What follows belongs to an exercise in optimizing a design on an open flow for small area; a production flow would make more cautious choices.
Function was checked by simulation only, so behaviour that the tests miss may differ from the original.
Power is estimated from default activity; no workload was simulated.

== quartz ==
## pipeline
module pipeline(
    clock,
    reset,
    imem_addr,
    imem_rdata,
    dmem_addr,
    dmem_wdata,
    dmem_we,
    dmem_re,
    dmem_rdata,
    program_done
);
clock: 10.0 ns
lec_check: 0
cap_margin: 0
core_margin: 2
core_utilization: 55
place_density: 0.65
slew_margin: 0
synth_hierarchical: 1
standard.sh (not shown) runs the stock make flow with config.mk's settings and CLKGATE_MAP_FILE= SYNTH_SCRIPT=/design/flow/synth_recipe.tcl, a recipe that flattens the netlist after the stock synthesis.
==> flow/flow/run.sh <==
#!/bin/bash
# Own layout flow: the standard synthesis and layout (standard.sh), with
# clock tree synthesis told not to add dummy loads and to cluster sinks in
# larger groups, and the port buffers made with buf_1. Each call's full
# output goes to its own log file in the work folder; ORFS keeps its
# per-step logs under orfs/logs.
set -euo pipefail
bash standard.sh synth > log_1_synth.txt 2>&1
bash standard.sh \
  "CTS_ARGS=-sink_clustering_enable -repair_clock_nets -dont_use_dummy_load -buf_list sky130_fd_sc_hd__clkbuf_8 -sink_clustering_size 16 -sink_clustering_max_diameter 50" \
  "BUFFER_PORTS_ARGS=-buffer_cell sky130_fd_sc_hd__buf_1" \
  finish > log_2_layout.txt 2>&1
Modified inputs, fjord compared to quartz
Settings: CORE_UTILIZATION: 55 -> 45; PLACE_DENSITY: 0.65 -> 0.6.
[summary]
fjord ran to completion and came out clean on the timing, design-rule and antenna checks.
Relative to quartz, global-route wire length before repair has increased by 2200 microns in fjord.
The sequential share of power in fjord sits 1.0 points below the value recorded for quartz.
Switching power total is lower on quartz
Measured against each other, quartz and fjord differ in met3 track demand over resource in global routing, the higher figure coming from quartz.
Comparing maximum clock frequency for quartz and fjord, the smaller number came from quartz.
fjord -> quartz: ratio of total power to cell area flat
Input changes introduced in harbor (baseline for comparison: fjord):
Settings: swapping 0 for 10 in CAP_MARGIN; swapping 0 for 10 in SLEW_MARGIN.
==> comparison <==
The headroom to the max-slew limit of harbor was superior to that of fjord. harbor -> fjord: sequential cell area share flat. Re buffers plus inverters on the worst setup path: no difference whatsoever between harbor and fjord. ~same routed length on met2 in fjord and harbor. Looking at fjord and harbor, the area of the multi-input gates is a wash. Compared fjord against harbor; global-route usage within noise.

---

pipeline, a different RTL version from the one above (not shown whole).
Size in the first run: about 4,500 cells after synthesis, ~1,300 flip-flops, roughly 170 I/O pins, about 58,000 um^2 of cells after synthesis.
clock: 10.0 ns
lec_check: 0
cap_margin: 10
core_margin: 2
core_utilization: 55
place_density: 0.65
slew_margin: 10
synth_hierarchical: 1
==> flow/flow/run.sh <==
#!/bin/bash
# Own layout flow: the standard synthesis and layout (standard.sh), with
# clock tree synthesis told not to add dummy loads and to cluster sinks in
# larger groups, the port buffers made with buf_1, and the resizer kept from
# buffers larger than buf_2 after synthesis (flow/dont_use.txt: the
# platform's don't-use list plus those). Each call's full output goes to its
# own log file in the work folder; ORFS keeps its per-step logs under
# orfs/logs.
set -euo pipefail
bash standard.sh synth > log_1_synth.txt 2>&1
bash standard.sh \
  "CTS_ARGS=-sink_clustering_enable -repair_clock_nets -dont_use_dummy_load -buf_list sky130_fd_sc_hd__clkbuf_4 -sink_clustering_size 8 -sink_clustering_max_diameter 50" \
  "BUFFER_PORTS_ARGS=-buffer_cell sky130_fd_sc_hd__buf_1" \
  "DONT_USE_CELLS=$(cat flow/dont_use.txt)" \
  finish > log_2_layout.txt 2>&1
==> flow/flow/dont_use.txt <==
sky130_fd_sc_hd__probe_p_8 sky130_fd_sc_hd__probec_p_8 sky130_fd_sc_hd__lpflow_bleeder_1 sky130_fd_sc_hd__lpflow_clkbufkapwr_1 sky130_fd_sc_hd__lpflow_clkbufkapwr_16 sky130_fd_sc_hd__lpflow_clkbufkapwr_2 sky130_fd_sc_hd__lpflow_clkbufkapwr_4 sky130_fd_sc_hd__lpflow_clkbufkapwr_8 sky130_fd_sc_hd__lpflow_clkinvkapwr_1 sky130_fd_sc_hd__lpflow_clkinvkapwr_16 sky130_fd_sc_hd__lpflow_clkinvkapwr_2 sky130_fd_sc_hd__lpflow_clkinvkapwr_4 sky130_fd_sc_hd__lpflow_clkinvkapwr_8 sky130_fd_sc_hd__lpflow_decapkapwr_12 sky130_fd_sc_hd__lpflow_decapkapwr_3 sky130_fd_sc_hd__lpflow_decapkapwr_4 sky130_fd_sc_hd__lpflow_decapkapwr_6 sky130_fd_sc_hd__lpflow_decapkapwr_8 sky130_fd_sc_hd__lpflow_inputiso0n_1 sky130_fd_sc_hd__lpflow_inputiso0p_1 sky130_fd_sc_hd__lpflow_inputiso1n_1 sky130_fd_sc_hd__lpflow_inputiso1p_1 sky130_fd_sc_hd__lpflow_inputisolatch_1 sky130_fd_sc_hd__lpflow_isobufsrc_1 sky130_fd_sc_hd__lpflow_isobufsrc_16 sky130_fd_sc_hd__lpflow_isobufsrc_2 sky130_fd_sc_hd__lpflow_isobufsrc_4 sky130_fd_sc_hd__lpflow_isobufsrc_8 sky130_fd_sc_hd__lpflow_isobufsrckapwr_16 sky130_fd_sc_hd__lpflow_lsbuf_lh_hl_isowell_tap_1 sky130_fd_sc_hd__lpflow_lsbuf_lh_hl_isowell_tap_2 sky130_fd_sc_hd__lpflow_lsbuf_lh_hl_isowell_tap_4 sky130_fd_sc_hd__lpflow_lsbuf_lh_isowell_4 sky130_fd_sc_hd__lpflow_lsbuf_lh_isowell_tap_1 sky130_fd_sc_hd__lpflow_lsbuf_lh_isowell_tap_2 sky130_fd_sc_hd__lpflow_lsbuf_lh_isowell_tap_4 sky130_fd_sc_hd__buf_4 sky130_fd_sc_hd__buf_6 sky130_fd_sc_hd__buf_8 sky130_fd_sc_hd__buf_12 sky130_fd_sc_hd__buf_16 sky130_fd_sc_hd__bufbuf_8 sky130_fd_sc_hd__bufbuf_16 sky130_fd_sc_hd__bufinv_8 sky130_fd_sc_hd__bufinv_16
Change:
==> flow/flow/run.sh (replaced) <==
#!/bin/bash
# Own layout flow: the standard synthesis and layout (standard.sh), with
# clock tree synthesis told not to add dummy loads and to cluster sinks in
# larger groups, and the port buffers made with buf_1. Each call's full
# output goes to its own log file in the work folder; ORFS keeps its
# per-step logs under orfs/logs.
set -euo pipefail
bash standard.sh synth > log_1_synth.txt 2>&1
bash standard.sh \
  "CTS_ARGS=-sink_clustering_enable -repair_clock_nets -dont_use_dummy_load -buf_list sky130_fd_sc_hd__clkbuf_4 -sink_clustering_size 8 -sink_clustering_max_diameter 50" \
  "BUFFER_PORTS_ARGS=-buffer_cell sky130_fd_sc_hd__buf_1" \
  finish > log_2_layout.txt 2>&1
removed: flow/flow/dont_use.txt
After rerunning: Worst setup slack is better by 250 ps; global-route usage came out lower by 0.60 points; combinational power stays flat; routed wire length came out lower by 1.0%; synthesized cell count stays the same; core utilization came out higher by 0.45 points; clock skew came out higher by 38 ps; total power stays flat; maximum frequency came out higher by 3.2%; design area came out higher by 0.76%.

---

v6:
pipeline again, from the RTL that the note above started with.
==> flow/config.mk <==
export PLATFORM = sky130hd
export DESIGN_NAME = pipeline
export DESIGN_NICKNAME = pipeline
export VERILOG_FILES = /design/flow/design.v
export SDC_FILE = /design/flow/constraint.sdc
export NUM_CORES = 4
export LEC_CHECK = 0
export CAP_MARGIN = 10
export CORE_MARGIN = 2
export CORE_UTILIZATION = 45
export PLACE_DENSITY = 0.6
export SLEW_MARGIN = 10
export SYNTH_HIERARCHICAL = 1
==> flow/constraint.sdc <==
create_clock -name core_clock -period 10.0 [get_ports {clock}]
set_input_delay 2.0000 -clock core_clock [delete_from_list [all_inputs] [get_ports {clock}]]
set_output_delay 2.0000 -clock core_clock [all_outputs]
set_load 0.01 [all_outputs]
==> flow/flow/run.sh <==
#!/bin/bash
# Own layout flow: the standard synthesis (standard.sh synth), then
# the standard layout (standard.sh finish) with these changes:
#  - clock tree synthesis adds no dummy loads and builds the tree from
#    clkbuf_4 cells driving up to 9 flip-flops each;
#  - the port buffers are buf_1 cells;
#  - after synthesis the resizer may not use logic cells or buffers of
#    drive strength 4 or more (flow/dont_use.txt: the platform's don't-use
#    list plus those), so it buffers high fanout nets with small cells.
# Each call's full output goes to its own log file in the work folder;
# ORFS keeps its per-step logs under orfs/logs.
set -euo pipefail
bash standard.sh synth > log_1_synth.txt 2>&1
bash standard.sh \
  "CTS_ARGS=-sink_clustering_enable -repair_clock_nets -dont_use_dummy_load -buf_list sky130_fd_sc_hd__clkbuf_4 -sink_clustering_size 9 -sink_clustering_max_diameter 50" \
  "BUFFER_PORTS_ARGS=-buffer_cell sky130_fd_sc_hd__buf_1" \
  "DONT_USE_CELLS=$(cat flow/dont_use.txt)" \
  finish > log_2_layout.txt 2>&1
Other scripts of this flow, unchanged in this note and not shown: flow/flow/dont_use.txt
[inputs] v7 vs v6
--- a/flow/flow/run.sh
+++ b/flow/flow/run.sh
@@ -4,3 +4,3 @@
 #  - clock tree synthesis adds no dummy loads and builds the tree from
-#    clkbuf_4 cells driving up to 9 flip-flops each;
+#    clkbuf_4 cells driving up to 8 flip-flops each;
 #  - the port buffers are buf_1 cells;
@@ -14,3 +14,3 @@
 bash standard.sh \
-  "CTS_ARGS=-sink_clustering_enable -repair_clock_nets -dont_use_dummy_load -buf_list sky130_fd_sc_hd__clkbuf_4 -sink_clustering_size 9 -sink_clustering_max_diameter 50" \
+  "CTS_ARGS=-sink_clustering_enable -repair_clock_nets -dont_use_dummy_load -buf_list sky130_fd_sc_hd__clkbuf_4 -sink_clustering_size 8 -sink_clustering_max_diameter 50" \
   "BUFFER_PORTS_ARGS=-buffer_cell sky130_fd_sc_hd__buf_1" \
--- a/flow/config.mk
+++ b/flow/config.mk
@@ -9,4 +9,4 @@
 export CORE_MARGIN = 2
-export CORE_UTILIZATION = 45
-export PLACE_DENSITY = 0.6
+export CORE_UTILIZATION = 55
+export PLACE_DENSITY = 0.65
 export SLEW_MARGIN = 10
==> run summary <==
The flow did not stop early for v7: all stages ran, and the layout cleared the timing, design-rule and antenna checks. Summary: with v6 as the reference, largest net degree at the start of global routing in v7 moved up by more than a quarter. On sequential share of layout area, the lower figure sits with v6, not v7. On total wire length after detailed routing: v7 sits below v6. Between v7 and v6, it is v7 whose slew at the pin with the worst max-slew slack is lower, by 0.056 ns. Taking v6 as the reference, in v7 die area went down about 18%, area of all placed cells without fillers shrank by about 0.65%, global-route total usage across every layer climbed 7.7 points. v7 vs v6, worst setup slack before clock tree synthesis went up by 0.048 ns. The higher clock-buffer cell count of v7 and v6 is in v7.

==> port drivers added, routing unchanged <==
Ports are ideal in the flow. The routed layouts listed here were re-timed in OpenROAD. Step 1 (the two cells are an assumption about what drives the block):
set clk [get_ports {clock}]
set_driving_cell -lib_cell sky130_fd_sc_hd__clkbuf_16 $clk
set_driving_cell -lib_cell sky130_fd_sc_hd__buf_2 [delete_from_list [all_inputs] $clk]
Step 2, shift: input delay + t, output delay - t, t = (earliest + latest rising clock arrival at the registers) / 2. This alone moves slack from input paths to output paths. a / b / c = no drivers / after step 1 / after step 2; a / b = the first two.
run	t, ns	slack for setup (ns)	latest minus earliest clock arrival (ns)	pins driven straight from the clock port
quartz	0.876	1.825 / 1.874 / 0.998	0.144 / 0.144	1
fjord	0.920	2.149 / 2.178 / 1.258	0.158 / 0.158	1
harbor	0.921	2.159 / 2.189 / 1.268	0.156 / 0.156	1
the first run of note 2	1.159	1.948 / 1.948 / 1.061	0.136 / 0.137	1
the second run of note 2	1.183	2.195 / 2.195 / 1.228	0.169 / 0.168	1
v6	1.262	2.348 / 2.391 / 1.129	0.177 / 0.178	1
v7	1.179	2.219 / 2.264 / 1.085	0.141 / 0.141	1
After both steps setup and hold are still met in every run listed. For v6, which loses most, drivers alone change the setup slack by +0.043 ns; drivers and shift together by -1.219 ns.
